From an optimization exercise on the open Yosys and OpenROAD flow, aimed at small area; shortcuts taken in it are not production practice. Only simulation tests tie the RTL to the original design; equivalence was not proved.

==> build 88 <==
// c6288_top
module c6288_top (clk,
    in256, in239, in222, in205, in188, in171, in154, in137, in120, in103, in86, in69, in52, in35, in18, in1, in528, in511, in494, in477, in460, in443, in426, in409, in392, in375, in358, in341, in324, in307, in290, in273,
    out6287, out6288, out6280, out6270, out6260, out6250, out6240, out6230, out6220, out6210, out6200, out6190, out6180, out6170, out6160, out6150, out6123, out5971, out5672, out5308, out4946, out4591, out4241, out3895, out3552, out3211, out2877, out2548, out2223, out1901, out1581, out545);
clock: 10.0 ns
lec_check: 0
cap_margin: 20
core_margin: 2
core_utilization: 40
cts_buf_list: sky130_fd_sc_hd__clkbuf_8
cts_cluster_diameter: 200
cts_cluster_size: 40
slew_margin: 20
synth_hierarchical: 1
synth_minimum_keep_size: 0
standard.sh (not shown) runs the stock make flow with config.mk's settings and CLKGATE_MAP_FILE= SYNTH_SCRIPT=/design/flow/synth_recipe.tcl, a recipe that flattens the netlist after the stock synthesis.
==> flow/flow/run.sh <==
#!/bin/bash
set -euo pipefail
bash standard.sh \
  "BUFFER_PORTS_ARGS=-inputs -buffer_cell sky130_fd_sc_hd__buf_2" \
  "PRE_GLOBAL_PLACE_TCL=$PWD/flow/outbuf.tcl" \
  finish > standard_flow.log 2>&1
==> flow/flow/outbuf.tcl <==
# Buffer every output port with the smallest buffer and keep those buffers
# (global_place.tcl's remove_buffers would otherwise take them out again).
# The inputs are buffered by the standard buffer_ports call after this hook.
buffer_ports -outputs -buffer_cell sky130_fd_sc_hd__buf_1
set n 0
foreach port [get_ports out*] {
  set net [get_nets [get_full_name $port]]
  foreach pin [get_pins -of_objects $net -filter "direction == output"] {
    set_dont_touch [get_cells -of_objects $pin]
    incr n
  }
}
puts "dont_touch set on $n output buffers"
if { $n != 32 } { error "expected 32 output buffers, found $n" }
==> trial 32: changes against build 88 <==
--- a/flow/design.v
+++ b/flow/design.v
@@ -1408,79 +1408,77 @@
   wire s968;
   wire c969;
   ha u970 (.a(c861), .b(s863), .s(s968), .co(c969));
   wire s971;
   wire c972;
   fa u973 (.a(c864), .b(s866), .c(c969), .s(s971), .co(c972));
-  xn u974 (.a(s968), .b(c949), .y(P[17]));
-  wire t975;
-  incb u976 (.s0(s971), .cin(c949), .t(s968), .p(P[18]), .tn(t975));
-  wire bco977;
-  cco u978 (.g(c972), .cin(c949), .t(t975), .y(bco977));
-  wire s979;
-  wire c980;
-  ha u981 (.a(c867), .b(s869), .s(s979), .co(c980));
-  wire s982;
-  wire c983;
-  fa u984 (.a(c870), .b(s872), .c(c980), .s(s982), .co(c983));
-  xn u985 (.a(s979), .b(bco977), .y(P[19]));
-  wire t986;
-  incb u987 (.s0(s982), .cin(bco977), .t(s979), .p(P[20]), .tn(t986));
-  wire bco988;
-  cco u989 (.g(c983), .cin(bco977), .t(t986), .y(bco988));
-  wire s990;
-  wire c991;
-  ha u992 (.a(c873), .b(s875), .s(s990), .co(c991));
-  wire s993;
-  wire c994;
-  fa u995 (.a(c876), .b(s878), .c(c991), .s(s993), .co(c994));
-  wire s996;
-  wire c997;
-  fa u998 (.a(c879), .b(s881), .c(c994), .s(s996), .co(c997));
+  wire s974;
+  wire c975;
+  fa u976 (.a(c867), .b(s869), .c(c972), .s(s974), .co(c975));
+  wire s977;
+  wire c978;
+  fa u979 (.a(c870), .b(s872), .c(c975), .s(s977), .co(c978));
+  wire s980;
+  wire c981;
+  fa u982 (.a(c873), .b(s875), .c(c978), .s(s980), .co(c981));
+  wire s983;
+  wire c984;
+  fa u985 (.a(c876), .b(s878), .c(c981), .s(s983), .co(c984));
+  xn u986 (.a(s968), .b(c949), .y(P[17]));
+  wire t987;
+  incb u988 (.s0(s971), .cin(c949), .t(s968), .p(P[18]), .tn(t987));
+  wire t989;
+  incb u990 (.s0(s974), .cin(c949), .t(t987), .p(P[19]), .tn(t989));
+  wire t991;
+  incb u992 (.s0(s977), .cin(c949), .t(t989), .p(P[20]), .tn(t991));
+  wire t993;
+  incb u994 (.s0(s980), .cin(c949), .t(t991), .p(P[21]), .tn(t993));
+  wire t995;
+  incb u996 (.s0(s983), .cin(c949), .t(t993), .p(P[22]), .tn(t995));
+  wire bco997;
+  cco u998 (.g(c984), .cin(c949), .t(t995), .y(bco997));
   wire s999;
   wire c1000;
-  fa u1001 (.a(c882), .b(s884), .c(c997), .s(s999), .co(c1000));
-  xn u1002 (.a(s990), .b(bco988), .y(P[21]));
-  wire t1003;
-  incb u1004 (.s0(s993), .cin(bco988), .t(s990), .p(P[22]), .tn(t1003));
-  wire t1005;
-  incb u1006 (.s0(s996), .cin(bco988), .t(t1003), .p(P[23]), .tn(t1005));
-  wire t1007;
-  incb u1008 (.s0(s999), .cin(bco988), .t(t1005), .p(P[24]), .tn(t1007));
-  wire bco1009;
-  cco u1010 (.g(c1000), .cin(bco988), .t(t1007), .y(bco1009));
+  ha u1001 (.a(c879), .b(s881), .s(s999), .co(c1000));
+  wire s1002;
+  wire c1003;
+  fa u1004 (.a(c882), .b(s884), .c(c1000), .s(s1002), .co(c1003));
+  wire s1005;
+  wire c1006;
+  fa u1007 (.a(s887), .b(c885), .c(c1003), .s(s1005), .co(c1006));
+  wire s1008;
+  wire c1009;
+  fa u1010 (.a(s890), .b(c888), .c(c1006), .s(s1008), .co(c1009));
   wire s1011;
   wire c1012;
-  ha u1013 (.a(s887), .b(c885), .s(s1011), .co(c1012));
+  fa u1013 (.a(s893), .b(c891), .c(c1009), .s(s1011), .co(c1012));
   wire s1014;
   wire c1015;
-  fa u1016 (.a(s890), .b(c888), .c(c1012), .s(s1014), .co(c1015));
+  fa u1016 (.a(s896), .b(c894), .c(c1012), .s(s1014), .co(c1015));
   wire s1017;
   wire c1018;
-  fa u1019 (.a(s893), .b(c891), .c(c1015), .s(s1017), .co(c1018));
+  fa u1019 (.a(s899), .b(c897), .c(c1015), .s(s1017), .co(c1018));
   wire s1020;
   wire c1021;
-  fa u1022 (.a(s896), .b(c894), .c(c1018), .s(s1020), .co(c1021));
-  wire s1023;
-  wire c1024;
-  fa u1025 (.a(s899), .b(c897), .c(c1021), .s(s1023), .co(c1024));
-  wire s1026;
-  wire c1027;
-  fa u1028 (.a(n_15_15), .b(c900), .c(c1024), .s(s1026), .co(c1027));
-  xn u1029 (.a(s1011), .b(bco1009), .y(P[25]));
+  fa u1022 (.a(n_15_15), .b(c900), .c(c1018), .s(s1020), .co(c1021));
+  xn u1023 (.a(s999), .b(bco997), .y(P[23]));
+  wire t1024;
+  incb u1025 (.s0(s1002), .cin(bco997), .t(s999), .p(P[24]), .tn(t1024));
+  wire t1026;
+  incb u1027 (.s0(s1005), .cin(bco997), .t(t1024), .p(P[25]), .tn(t1026));
+  wire t1028;
+  incb u1029 (.s0(s1008), .cin(bco997), .t(t1026), .p(P[26]), .tn(t1028));
   wire t1030;
-  incb u1031 (.s0(s1014), .cin(bco1009), .t(s1011), .p(P[26]), .tn(t1030));
+  incb u1031 (.s0(s1011), .cin(bco997), .t(t1028), .p(P[27]), .tn(t1030));
   wire t1032;
-  incb u1033 (.s0(s1017), .cin(bco1009), .t(t1030), .p(P[27]), .tn(t1032));
+  incb u1033 (.s0(s1014), .cin(bco997), .t(t1030), .p(P[28]), .tn(t1032));
   wire t1034;
-  incb u1035 (.s0(s1020), .cin(bco1009), .t(t1032), .p(P[28]), .tn(t1034));
+  incb u1035 (.s0(s1017), .cin(bco997), .t(t1032), .p(P[29]), .tn(t1034));
   wire t1036;
-  incb u1037 (.s0(s1023), .cin(bco1009), .t(t1034), .p(P[29]), .tn(t1036));
-  wire t1038;
-  incb u1039 (.s0(s1026), .cin(bco1009), .t(t1036), .p(P[30]), .tn(t1038));
-  incl u1040 (.s0(c1027), .cin(bco1009), .t(t1038), .p(P[31]));
+  incb u1037 (.s0(s1020), .cin(bco997), .t(t1034), .p(P[30]), .tn(t1036));
+  incl u1038 (.s0(c1021), .cin(bco997), .t(t1036), .p(P[31]));
 endmodule  
 module nd (a, b, y);
   input a, b; output y;
   assign y = ~(a & b);
 endmodule
 module iv (a, y);
==> flow/flow/outbuf.tcl (replaced) <==
# Buffer every output port with the smallest buffer and keep those buffers
# (global_place.tcl's remove_buffers would otherwise take them out again).
# The inputs are buffered by the standard buffer_ports call after this hook.
buffer_ports -outputs -buffer_cell sky130_fd_sc_hd__buf_1
foreach port [get_ports out*] {
  foreach pin [get_pins -of_objects [get_nets -of_objects $port] -filter "direction == output"] {
    set_dont_touch [get_cells -of_objects $pin]
  }
}
==> results.sh <==
export IMPL_stop_error="[ERROR STA-0100] unsupported object type Port."
export IMPL_yosys_top_cells_area="fa_1 (67%), nand2_1 (15%), dfxtp_1 (9.6%)"
export IMPL_failing_step="3_3_place_gp"
export IMPL_status="stopped before the end"
export IMPL_synth_nets=859
export IMPL_synthSimpleGateAreaFrac_pct=18.0
the above is filed under trial 32

==> results.sh <==
export IMPL_synthSimpleGateAreaFrac_pct=17.8
export IMPL_clkCellAreaFrac_pct=1.70
export IMPL_synth_nets=857
export IMPL_stdcell_area_mm2=0.00745
export IMPL_status="timing/DRC/antenna clean"
export IMPL_yosys_top_cells_area="fa_1 (66%), nand2_1 (15%), dfxtp_1 (9.7%)"
the above is filed under build 88

==> separate check: timing with driven ports <==
No port has a modelled driver above. Below, the same layout with a new extraction and two added sets of constraints. Step 1, drivers: a clkbuf_16 drives clk and a buf_2 each remaining input, both assumed. Step 2, shift: input delay + t, output delay - t, t = (earliest + latest rising clock arrival at the registers) / 2. This alone moves slack from input paths to output paths. Three values: no drivers, after step 1, after step 2; two values: the first two.
run: build 88
shift t [ns]: 0.343
setup slack, ns: 0.662 / 0.668 / 0.325
hold slack, ns: 1.950 / 1.933 / 2.276
clock arrival spread, ns: 0.010 / 0.010
After both steps build 88 still meets setup and hold. The setup slack of build 88 moves by +0.006 ns with the drivers and by -0.337 ns with both steps.
